This design comes from an exercise in tuning for small area and a short achievable clock period on the open sky130 flow, not from production work.
In this exercise RTL edits were held to simulation tests only and were not proved equivalent to the original.

==> flow/design.v (outline; a module is shown in full before it is edited, if it fits) <==
// module iir: 930 lines
module iir(
    input clk,
    input rst_n,
    input [31:0] x,
    output reg [31:0] y
    );
  // ...
==> flow/flow/run.sh <==
#!/bin/bash
# Layout flow: the standard ORFS flow (standard.sh), with two changes:
#  1. the combinational logic of the standard synthesis is replaced by the
#     gate-level netlist that gen2.py writes from the same description as
#     rtl/iir.v (same registers, same names and cell types; checked by
#     swap_netlist.py, and the standard netlist is kept if they differ);
#  2. the port buffers are buf_1 cells instead of the default.
set -euo pipefail
export BUFFER_PORTS_ARGS="-buffer_cell sky130_fd_sc_hd__buf_1"
R=orfs/results/sky130hd/iir/base
bash standard.sh synth > standard_synth.log 2>&1
python3 flow/gen2.py --fay xor --fap cell --net custom_netlist.v > gen2.log 2>&1
if python3 flow/swap_netlist.py $R/1_2_yosys.v custom_netlist.v > swap_netlist.log 2>&1; then
  cp $R/1_2_yosys.v standard_1_2_yosys.v
  cp custom_netlist.v $R/1_2_yosys.v
  touch $R/1_2_yosys.v
  rm -f $R/1_synth.odb $R/1_synth.sdc
fi
bash standard.sh finish > standard_finish.log 2>&1
==> flow/flow/swap_netlist.py <==
#!/usr/bin/env python3
"""Check that a hand-built netlist keeps the standard synthesis's registers
(same instance names and cell types) and ports; exit 1 if not.
usage: swap_netlist.py STANDARD.v CUSTOM.v"""
import re, sys

def info(path):
    t = open(path).read()
    ffs = {}
    for cell, name in re.findall(r'\b(sky130_fd_sc_hd__df\w+)\s+(\\\S+|\S+)\s*\(', t):
        ffs[name.lstrip('\\')] = cell
    m = re.search(r'module\s+iir\s*\((.*?)\);', t, re.S)
    ports = sorted(p.strip() for p in m.group(1).split(','))
    decl = sorted(re.findall(r'^\s*(input|output)\s+(\[[^\]]*\])?\s*(\w+);', t, re.M))
    return ffs, ports, decl

a = info(sys.argv[1])
b = info(sys.argv[2])
ok = True
if a[0] != b[0]:
    ok = False
    print('registers differ:')
    for k in sorted(set(a[0]) | set(b[0])):
        if a[0].get(k) != b[0].get(k):
            print('  ', k, a[0].get(k), b[0].get(k))
if a[1] != b[1] or a[2] != b[2]:
    ok = False
    print('ports differ:', a[1:], b[1:])
print('registers:', len(a[0]), 'match' if ok else 'MISMATCH')
sys.exit(0 if ok else 1)
==> flow/standard.sh <==
#!/bin/bash
# synth_recipe.tcl (not shown) runs the flow's synth.tcl, then flattens the netlist and writes it again
# the make line also repeats each setting of config.mk as NAME=value (left out here)
make -C /OpenROAD-flow-scripts/flow DESIGN_CONFIG=/design/flow/config.mk WORK_HOME=/design/flow/orfs CLKGATE_MAP_FILE= SYNTH_SCRIPT=/design/flow/synth_recipe.tcl "${@:-finish}"
==> flow/config.mk <==
export PLATFORM = sky130hd
export DESIGN_NAME = iir
export DESIGN_NICKNAME = iir
export VERILOG_FILES = /design/flow/design.v
export SDC_FILE = /design/flow/constraint.sdc
export NUM_CORES = 4
export LEC_CHECK = 0
export CAP_MARGIN = 20
export CORE_MARGIN = 2
export CORE_UTILIZATION = 70
export CTS_BUF_LIST = sky130_fd_sc_hd__clkbuf_4 sky130_fd_sc_hd__clkbuf_8
export SETUP_SLACK_MARGIN = 4.3
export SLEW_MARGIN = 20
==> flow/constraint.sdc <==
create_clock -name core_clock -period 7.5 [get_ports {clk}]
set_input_delay 1.5000 -clock core_clock [delete_from_list [all_inputs] [get_ports {clk}]]
set_output_delay 1.5000 -clock core_clock [all_outputs]
set_load 0.01 [all_outputs]
Not shown: flow/flow/gen2.py
==> flow_summary.ini, run 1 <==
[drt]
via_per_inst = 6.64
drt_iter0_markers = 1007
drcViolationCount = 0

[sta]
worstMarginPinSlew_ns = 0.727
period_share = 0.468
grt_setup_unrepaired = yes
setup_slack_ns = 3.99

[global_routing]
use_met1 = 0.426
grt-ovfl-total = 0

[placement]
dp_cells = 1141
dp_slack_ns = 3.43

[run_status]
status = timing/DRC/antenna clean

[yosys]
synth.avg_cell_area_um2 = 8.85
syn-num-nets = 1026
yosysWarnings = 1

[min_path]
min_to = y[0]

[critical_path]
rrSetupSlack_ns = 4.08
reg2regPathDepth = 13
cpPeakStageDelay_ns = 0.30

[cells_and_area]
layout.comb_gates.multi_input = 716

[floorplanning]
num_tap_cells = 143

[clocking]
cts_buffers = 9
clk_latency_ns = 0.40
==> inputs of run 2 (changes only) <==
--- a/flow/flow/run.sh
+++ b/flow/flow/run.sh
@@ -6,7 +6,8 @@
 #     swap_netlist.py, and the standard netlist is kept if they differ);
 #  2. the port buffers are buf_1 cells instead of the default.
 set -euo pipefail
-export BUFFER_PORTS_ARGS="-buffer_cell sky130_fd_sc_hd__buf_1"
+export BUFFER_PORTS_ARGS="-inputs -buffer_cell sky130_fd_sc_hd__buf_4"
+export PRE_GLOBAL_PLACE_TCL="$PWD/flow/buffer_outputs.tcl"
 R=orfs/results/sky130hd/iir/base
 bash standard.sh synth > standard_synth.log 2>&1
 python3 flow/gen2.py --fay xor --fap cell --net custom_netlist.v > gen2.log 2>&1
==> flow/flow/buffer_outputs.tcl (new file) <==
# Runs just before ORFS's buffer_ports (which buffers the inputs, see run.sh):
# give every output port a buf_1 buffer.
buffer_ports -outputs -buffer_cell sky130_fd_sc_hd__buf_1
--- a/flow/flow/gen2.py
+++ b/flow/flow/gen2.py
@@ -29,13 +29,6 @@
 # p kept as block sums: p' is added in blocks of this many bits with ripple
 # carries, and each block's carry-out is kept in register pc (0 = whole adder)
 ap.add_argument('--pblock', type=int, default=0)
-# carry of a full adder in xor form: maj3 cell, or mux2 selected by the xor of
-# the two earlier inputs
-ap.add_argument('--carry', default='maj', choices=['maj', 'mux'])
-# 'fast42': y' uses 4:2 compressors built from xor2/xnor2 and and-or-invert
-# gates, with the inputs x entering last
-ap.add_argument('--polmode', type=int, default=0)
-ap.add_argument('--ytree', default='wallace', choices=['wallace', 'fast42', 'pre'])
 args = ap.parse_args()
 
 # --------------------------------------------------------------------------
@@ -50,7 +43,7 @@
 
 D = {'INV': 0.05, 'NAND2': 0.07, 'NOR2': 0.09, 'XOR2': 0.15, 'XNOR2': 0.15,
      'AOI21': 0.12, 'OAI21': 0.12, 'AND2': 0.15, 'OR2': 0.2,
-     'FA': 0.47, 'HA': 0.3, 'MAJ3': 0.3, 'MUX2': 0.3}
+     'FA': 0.47, 'HA': 0.3, 'MAJ3': 0.3}
 
 def t(s):
     return -1.0 if s in (0, 1) else arr[s]
@@ -90,12 +83,8 @@
         sig.sort(key=t)     # latest on CIN
         e1, e2, l = sig
         if FA_MODE[0] == 'xor' or (FA_MODE[0] == 'mix' and t(e2) + 0.3 <= t(l)):
-            te = gate('XOR2', [e1, e2], prefix='xe')
-            s = gate('XOR2', [te, l], prefix='xs')
-            if args.carry == 'mux':
-                co = gate('MUX2', [e1, l, te], prefix='mx')
-            else:
-                co = gate('MAJ3', [e1, e2, l], prefix='mj')
+            s = gate('XOR2', [gate('XOR2', [e1, e2], prefix='xe'), l], prefix='xs')
+            co = gate('MAJ3', [e1, e2, l], prefix='mj')
             return s, co
         s, co = gate('FA', sig, 2, prefix='fa')
         return s, co
@@ -180,20 +169,11 @@
     for pol in (0, 1):
         late = max([t(sp[0]) + (0.05 if sp[1] != pol else 0) for sp in sigs] + [-1])
         extra = sum(1 for sp in sigs if sp[1] != pol and sp[0] not in inv_cache)
-        key = (extra, round(late, 3)) if args.polmode == 1 else (round(late, 3), extra)
+        key = (round(late, 3), extra)
         if best is None or key < best[0]:
             best = (key, pol)
     pol = best[1]
     T = pand(Ti, Tj, pol) if needT else None
-    if isc(Gi) and val(Gi) == 1:
-        return (1, 0), T
-    if isc(Gj) and val(Gj) == 1:
-        Gj = Ti
-        Ti = (1, 0)
-        if isc(Gj) and val(Gj) == 0:
-            return Gi, T
-        if isc(Gi) and val(Gi) == 0:
-            return Gj, T
     if isc(Gj) and val(Gj) == 0:
         return Gi, T
     if isc(Gi) and val(Gi) == 0:
@@ -210,10 +190,8 @@
         G = (gate('OAI21', [ti, gj, gi], prefix='pg'), 0)
     return G, T
 
-def cpa(A, B, carry2=False):
-    """A + B mod 2^W with a Sklansky prefix tree. Returns W sum nets. With
-    carry2, A + B + 4, where bits 0 and 1 of B are 0 (the carry into bit 2 is
-    forced to 1)."""
+def cpa(A, B):
+    """A + B mod 2^W with a Sklansky prefix tree. Returns W sum nets."""
     G, T, P = [], [], []
     for i in range(W):
         a, b = A[i], B[i]
@@ -227,10 +205,6 @@
             G.append((gate('NAND2', [a, b], prefix='gn'), 1))
             T.append((gate('NOR2', [a, b], prefix='tn'), 1))
             P.append(gate('XOR2', [a, b], prefix='pp'))
-    if carry2:
-        assert B[0] == 0 and B[1] == 0
-        G[1] = (1, 0)
-        T[1] = (0, 0)
     start = list(range(W))    # group start of each node
     d = 1
     while d < W:
@@ -300,60 +274,12 @@
 pccols = [[] for _ in range(W)]
 for j in range(NPC):
     pccols[(j + 1) * K].append(PC[j])
-OFF = 0     # p is stored as p + OFF
-pconst = [[] for _ in range(W)]
-pconst[2].append(1)                        # -3y = y + 4*(~y) + 4
-if OFF:
-    pconst[2].append(1)                    # + the offset of the stored p
-pcols = merge(col(X, 0), col(X1, 1), col(Y, 0), col(Y, 2, True), pconst)
-if args.ytree == 'pre':
-    # r = p - 4y = p + 4*(~y) + 4 from the registers alone, with its own
-    # prefix adder; then y' = 4x + 2x + r
-    FA_MODE[0] = 'cell'
-    R = cpa(Pq, [0, 0] + [inv(Y[i]) for i in range(W - 2)], carry2=True)
-    rcols = [[R[i]] for i in range(W)]
-    ycols = merge(col(X, 2), col(X, 1), rcols)
-    FA_MODE[0] = args.fay
-    yA, yB = compress(ycols)
-    FA_MODE[0] = args.fap
-    pA, pB = compress(pcols)
-elif args.ytree == 'fast42':
-    # y' = 4x + 2x + p + 4*(~y) + 4: per column i two early inputs p[i],
-    # ~y[i-2] and two late ones x[i-2], x[i-1]; the constant enters column 2
-    # as its carry in
-    yA = [0] * W
-    yB = [0] * W
-    yA[0] = Pq[0]
-    yA[1], yB[1] = Pq[1], X[0]
-    c1n = None                           # inverted level-1 carry into column i
-    for i in range(2, W):
-        e1, e2, a, b = Pq[i], inv(Y[i - 2]), X[i - 2], X[i - 1]
-        te = gate('XOR2', [e1, e2], prefix='xe')
-        s1 = gate('XOR2', [te, a], prefix='xs')
-        if i + 1 < W:
-            g = gate('AND2', [e1, e2], prefix='ag')
-            o = gate('OR2', [e1, e2], prefix='og')
-            nc1n = gate('AOI21', [a, o, g], prefix='c1')
-        if c1n is None:
-            # column 2: the constant 4 takes the place of the carry in
-            yA[i] = gate('XNOR2', [s1, b], prefix='sm')
-            yB[i + 1] = gate('OR2', [s1, b], prefix='c2')
-        else:
-            u = gate('XOR2', [s1, b], prefix='xu')
-            yA[i] = gate('XNOR2', [u, c1n], prefix='sm')
-            if i + 1 < W:
-                na = gate('NAND2', [s1, b], prefix='na')
-                no = gate('NOR2', [s1, b], prefix='no')
-                yB[i + 1] = gate('AOI21', [c1n, na, no], prefix='c2')
-        c1n = nc1n if i + 1 < W else None
-    FA_MODE[0] = args.fap
-    pA, pB = compress(pcols)
-else:
-    ycols = merge(col(X, 2), col(X, 1), col(Pq, 0), pccols, col(Y, 2, True), four)
-    FA_MODE[0] = args.fay
-    yA, yB = compress(ycols)
-    FA_MODE[0] = args.fap
-    pA, pB = compress(pcols)
+ycols = merge(col(X, 2), col(X, 1), col(Pq, 0), pccols, col(Y, 2, True), four)
+pcols = merge(col(X, 0), col(X1, 1), col(Y, 0), col(Y, 2, True), four)
+FA_MODE[0] = args.fay
+yA, yB = compress(ycols)
+FA_MODE[0] = args.fap
+pA, pB = compress(pcols)
 FA_MODE[0] = 'cell'
 ynext = cpa(yA, yB)
 pcnext = []
@@ -386,7 +312,6 @@
     'AOI21': lambda i: f'~(({i[0]} & {i[1]}) | {i[2]})',
     'OAI21': lambda i: f'~(({i[0]} | {i[1]}) & {i[2]})',
     'MAJ3': lambda i: f'({i[0]} & {i[1]}) | ({i[0]} & {i[2]}) | ({i[1]} & {i[2]})',
-    'MUX2': lambda i: f'{i[2]} ? {i[1]} : {i[0]}',
 }
 
 HEADER = """// Second-order IIR filter, y[n+1] = 6x[n] + x[n-1] + 2x[n-2] - 4y[n] - 3y[n-1]
@@ -418,7 +343,7 @@
     if (!rst_n)
     begin
         x1 <= 32'd0;
-        p  <= 32'dOFFV;
+        p  <= 32'd0;
 PCRST        y  <= 32'd0;
     end
     else
@@ -430,7 +355,6 @@
 end
 
 endmodule'''
-    body = body.replace('OFFV', str(OFF))
     body = body.replace('PCRST', "        pc <= 0;\n" if NPC else '')
     body = body.replace('PCSET', "        pc <= pc_next;\n" if NPC else '')
     o.append(body)
@@ -449,7 +373,6 @@
     'FA': ('fa_1', ['A', 'B', 'CIN'], ['SUM', 'COUT']),
     'HA': ('ha_1', ['A', 'B'], ['SUM', 'COUT']),
     'MAJ3': ('maj3_1', ['A', 'B', 'C'], ['X']),
-    'MUX2': ('mux2_1', ['A0', 'A1', 'S'], ['X']),
 }
 
 def netname(s):
@@ -485,14 +408,11 @@
         pins += [f'.{p}({netname(s)})' for p, s in zip(op, outs)]
         o.append(f'  sky130_fd_sc_hd__{cell} g{k} ({", ".join(pins)});')
         k += 1
-    def ff(name, d, q, one=False):
-        if one:
-            o.append(f'  sky130_fd_sc_hd__dfstp_1 \\{name}$_DFF_PN1_  (.CLK(clk), .D({d}), .Q({q}), .SET_B(rst_n));')
-        else:
-            o.append(f'  sky130_fd_sc_hd__dfrtp_1 \\{name}$_DFF_PN0_  (.CLK(clk), .D({d}), .Q({q}), .RESET_B(rst_n));')
+    def ff(name, d, q):
+        o.append(f'  sky130_fd_sc_hd__dfrtp_1 \\{name}$_DFF_PN0_  (.CLK(clk), .D({d}), .Q({q}), .RESET_B(rst_n));')
     for i in range(W):
         ff(f'y[{i}]', netname(ynext[i]), f'y[{i}]')
-        ff(f'p[{i}]', netname(pnext[i]), f'q_p_{i}', (OFF >> i) & 1)
+        ff(f'p[{i}]', netname(pnext[i]), f'q_p_{i}')
     for i in sorted(used_x1):
         ff(f'x1[{i}]', f'x[{i}]', f'q_x1_{i}')
     for j in range(NPC):
--- a/flow/config.mk
+++ b/flow/config.mk
@@ -9,5 +9,5 @@
 export CORE_MARGIN = 2
 export CORE_UTILIZATION = 70
 export CTS_BUF_LIST = sky130_fd_sc_hd__clkbuf_4 sky130_fd_sc_hd__clkbuf_8
-export SETUP_SLACK_MARGIN = 4.3
+export SETUP_SLACK_MARGIN = 4
 export SLEW_MARGIN = 20
==> flow_summary.ini, run 2 <==
[min_path]
min-delay-path-class = reg -> reg
min_to = y[0]
hold_path.startpoint = p[0]
hold_depth = 0

[placement]
gp_congestion = 0.856
dp_slack_ns = 3.37
port_buffers = 65
postPlaceCellArea_mm2 = 0.00872
hpwlAfterDp_um = 13400

[drt]
wl_um = 17500
drt_iter0_markers = 333
vias = 6284
ant_nets = 0
first_pass_iters = 5
wl_per_cell_um = 15.3
drcViolationCount = 0
via_per_inst = 5.51

[critical_path]
worstPathArrival_ns = 3.78
crit_type = in -> reg
endpoint_kind = flip-flop
cpPeakStageDelay_ns = 0.43
worstPathMaxFanout = 6
r2r-start = y[15]
r2r_end = p[30]
reg2regPathDepth = 10
slowest_stage = maj3_1
path_cells = buf_4, maj3_1, maj3_1, nor2_1, o21ai_1, a21oi_2, o21ai_4, a21oi_4, buf_4, o21ai_1, xor2_1
worstPathRequired_ns = 7.77
rrSetupSlack_ns = 4.23
startpoint_type = input port

[clocking]
clock-root-buffer = clkbuf_8
path_clk_slew_ns = 0.09
cts.path.max_buffers = 2
clk_latency_ns = 0.39
cts_sinks = 95
tritoncts = yes
cts_buffers = 9
h-tree-depth = 3

[global_routing]
grt_pass1_vias = 6448
grt_pass1_wl_um = 28900
grt_usage = 0.284
grt_start_max_net_pins = 81
grt-ovfl-total = 0
antenna_found_initial = 0

[cells_and_area]
final_cell_mix = 214 x xor2_1, 122 x inv_1, 103 x nor2_1
diodes = 0
fin_nets = 1087
synthToLayoutAreaGrowth_pct = 11.0
layout_commonest_cell = xor2_1
drive_above_1_share = 0.0882
final_area_mm2 = 0.00916
largestRegisters = p: 32 flops, y: 32 flops, x1: 31 flops

[run_status]
status = timing/DRC/antenna clean

[sta]
finClkSkew_ns = 0.00745
setup_violations = 0
fmax_ghz = 0.285
holdWs_ns = 0.358
period_needed_ns = 3.51
slew_violations = 0
grt_setup_unrepaired = yes
finalSetupTns_ns = 0
setup_slack_ns = 3.99
maxSlewHeadroom = 0.500
hold_viol = 0
period_share = 0.468
worstMarginPinSlew_ns = 0.750

[yosys]
netlist_instances = 932
synth.avg_cell_area_um2 = 8.85
yosysWarnings = 1
syn_area_mm2 = 0.00825
syn-num-nets = 1026

[floorplanning]
io-pin-count = 66
die_area_mm2 = 0.0127
core_mm2 = 0.0115
die_h_um = 113
initial_utilization = 0.719
die_width_um = 113
row_count = 39

[job]
cap_violations = 0
## run 2: worst max-delay path by stage
stage / depth (start not counted) / slack [ns] / from / end
global route: 11 / 3.90 / x[3] / y[18]
floorplan: 8 / 4.01 / x[3] / p[20]
finish: 11 / 3.99 / x[3] / y[18]
detailed placement: 10 / 3.37 / x[3] / y[31]
global placement: 9 / 3.49 / x[2] / p[20]
CTS: 10 / 4.01 / x[3] / p[20]
## run 2: final cells by class
cell class                      instances  area (um^2)
Sequential cell                        95         2380
Multi-Input combinational cell        715         5540
Timing Repair Buffer                   50          404
Inverter                              122          458
Fill cell                             726         2310
Clock buffer                           12          153
Clock inverter                          4         45.0
Tap cell                              143          179
## run 2: through the flow
stage,cells,utilization
5_1_grt,1141,0.798
3_3_place_gp,1109,0.761
3_5_place_dp,1109,0.761
2_1_floorplan,932,-
6_report,1141,0.798
4_1_cts,1129,0.784
## run 2: layer usage
metal | routed length (um) | track usage
met5 | 0 | 0
met4 | 452 | 0.124
met3 | 630 | 0.0432
met2 | 9280 | 0.503
met1 | 7130 | 0.346
## run 2: critical path, delay by kind of cell
family,cells,cell delay [ns]
buf+inv,2,0.33
xor+xnor,1,0.15
compound gates,5,0.79
fa+ha+maj,2,0.83
simple gates,1,0.18
## run 2: what timing repair did
action,CTS,global route
setup buffers,4,12
pin swaps,2,9
setup endpoints to repair,32,31
gates cloned,0,0
gates resized for setup,2,17
endpoints found under the hold margin,0,0
hold buffers,0,0
==> inputs of run 3 (changes only) <==
--- a/flow/flow/run.sh
+++ b/flow/flow/run.sh
@@ -6,8 +6,7 @@
 #     swap_netlist.py, and the standard netlist is kept if they differ);
 #  2. the port buffers are buf_1 cells instead of the default.
 set -euo pipefail
-export BUFFER_PORTS_ARGS="-inputs -buffer_cell sky130_fd_sc_hd__buf_4"
-export PRE_GLOBAL_PLACE_TCL="$PWD/flow/buffer_outputs.tcl"
+export BUFFER_PORTS_ARGS="-buffer_cell sky130_fd_sc_hd__buf_1"
 R=orfs/results/sky130hd/iir/base
 bash standard.sh synth > standard_synth.log 2>&1
 python3 flow/gen2.py --fay xor --fap cell --net custom_netlist.v > gen2.log 2>&1
removed: flow/flow/buffer_outputs.tcl
==> flow_summary.ini, run 3 <==
[drt]
wl_per_cell_um = 15.3
wl_met1_um = 7770
wl_met2_um = 9210
drcViolationCount = 0
wl_met3_um = 495
via_per_inst = 5.47
top_layer = met4
drt_iter0_markers = 406
first_pass_iters = 8
ant_nets = 0
vias = 6382
wl_um = 17800

[floorplanning]
core_mm2 = 0.0115
die_area_mm2 = 0.0127
initial_utilization = 0.719
die_width_um = 113
io-pin-count = 66
row_count = 39
die_h_um = 113

[clocking]
h-tree-depth = 3
tritoncts = yes
path_clk_slew_ns = 0.09
holdBufCountCts = 0
cts.path.max_buffers = 2
clock-root-buffer = clkbuf_8
cts_buffers = 9
cts_sinks = 95
clk_latency_ns = 0.38

[critical_path]
crit_type = in -> reg
setup.worst_path.start = x[13]
path_buf_inv = 1
critPathTopFamily = compound AO/OA/AOI/OAI gates
endpoint_kind = flip-flop
path_cells = clkbuf_2, maj3_1, maj3_1, nor2_2, o21ai_2, a21oi_2, o21ai_4, a21oi_1, o21ai_1, xor2_1
cpPeakStageDelay_ns = 0.44
worstPathArrival_ns = 3.73
startpoint_type = input port
r2r-start = y[17]
worstPathMaxFanout = 8
slowest_stage = maj3_1
worstPathRequired_ns = 7.76
path_common_cell = maj3_1

[yosys]
synth.avg_cell_area_um2 = 8.85
yosysWarnings = 1
syn-num-nets = 1026
netlist_instances = 932
syn_area_mm2 = 0.00825

[placement]
hpwlAfterDp_um = 13400
dp_cells = 1141
gp_congestion = 0.875
port_buffers = 65

[sta]
grt_setup_unrepaired = yes
hold_viol = 0
setup_violations = 0
slew_violations = 0
finalSetupTns_ns = 0
holdWs_ns = 0.362
fmax_ghz = 0.289
finClkSkew_ns = 0.0129
period_needed_ns = 3.46
period_share = 0.462
maxSlewHeadroom = 0.415
worstMarginPinSlew_ns = 0.877

[cells_and_area]
synthToLayoutAreaGrowth_pct = 11.4
final_util = 0.801
largestRegisters = p: 32 flops, y: 32 flops, x1: 31 flops
fin_nets = 1112
diodes = 0
layout_commonest_cell = xor2_1
final-instance-count-excl-fill = 1166
final_cell_mix = 210 x xor2_1, 122 x inv_1, 100 x nor2_1
drive_above_1_share = 0.0792

[min_path]
hold_path.startpoint = p[0]
min-delay-path-class = reg -> reg

[global_routing]
grt-ovfl-total = 0
grt_usage = 0.299
antenna_found_initial = 0
grt_pass1_wl_um = 30500
grt_pass1_vias = 6550
grt_start_max_net_pins = 69

[run_status]
status = timing/DRC/antenna clean

[job]
cap_violations = 0
[run 3: worst paths after layout]
kind | end | slack, ns | cells after the start
setup / recovery | y[30] | 4.04 | 10
hold / removal | y[0] | 0.36 | 0
setup reg to reg | p[30] | 4.36 | 10
hold reg to reg | y[0] | 0.36 | 0
max in group asynchronous | y[14] | 5.21 | 2
min in group asynchronous | y[21] | 1.06 | 1
[run 3: repair_timing]
action	CTS	global route
pin swaps	4	15
gates resized for setup	9	41
endpoints found under the setup margin	33	38
setup buffers	4	5
[run 3: worst register-to-register path: cells and delay by family (launching register included)]
family	cells	cell delay, ns
AO/OA/AOI/OAI	1	0.21
buffers and inverters	1	0.15
AND/OR/NAND/NOR	5	1.03
adder cells (fa/ha/maj)	2	1.07
XOR/XNOR	1	0.16
flip-flops	1	0.44
[run 3: per-stage QoR]
stage / worst slack [ns] / cell area, um^2
6_report: 4.04 / 9190
2_1_floorplan: 4.01 / 8290
3_3_place_gp: 3.37 / 8720
5_1_grt: 3.94 / 9190
4_1_cts: 4.00 / 9030
3_5_place_dp: 3.21 / 8720
[run 3: cell type report]
class / instances / area (um^2)
flip-flops and latches: 95 / 2380
multi-input cells: 715 / 5580
inverters: 122 / 458
repair buffers: 75 / 374
clock buffers: 9 / 124
fillers: 760 / 2280
well taps: 143 / 179
clock inverters: 7 / 96.3
[run 3: per-layer routing]
| layer | vias to the layer above | global-route usage |
|---|---|---|
| met1 | 3143 | 0.385 |
| met2 | 142 | 0.525 |
| met5 | - | 0 |
| met3 | 25 | 0.0346 |
| li1 | 3072 | - |
| met4 | 0 | 0.105 |

==> port drivers added, routing unchanged <==
The flow's constraints put no driver on any port. The routed layouts listed below were extracted and timed again, unchanged, in two steps. Step 1: set_driving_cell puts a clkbuf_16 on clk and a buf_2 on each other input, an assumption about the parent block. Step 2 moves the port delays by t, midway between the first and last clock arrival at a register: inputs arrive t later, outputs are due t later. That takes back most of the time a late clock gives input paths. Three values: ideal ports, drivers, drivers and shift; two values: the first two.
run | t (ns) | slack for setup (ns) | worst hold slack (ns) | worst register clock-pin slew, ns
run 1 | 0.431 | 3.988 / 3.957 / 3.526 | 0.381 / 0.381 / 0.381 | 0.11 / 0.11
run 2 | 0.422 | 3.987 / 4.005 / 3.583 | 0.358 / 0.358 / 0.358 | 0.10 / 0.10
run 3 | 0.413 | 4.035 / 4.049 / 3.636 | 0.362 / 0.362 / 0.362 | 0.11 / 0.11
After both steps setup and hold are still met in every run listed. The setup slack of run 1, which loses most, moves by -0.031 ns with the drivers and by -0.462 ns with both steps.
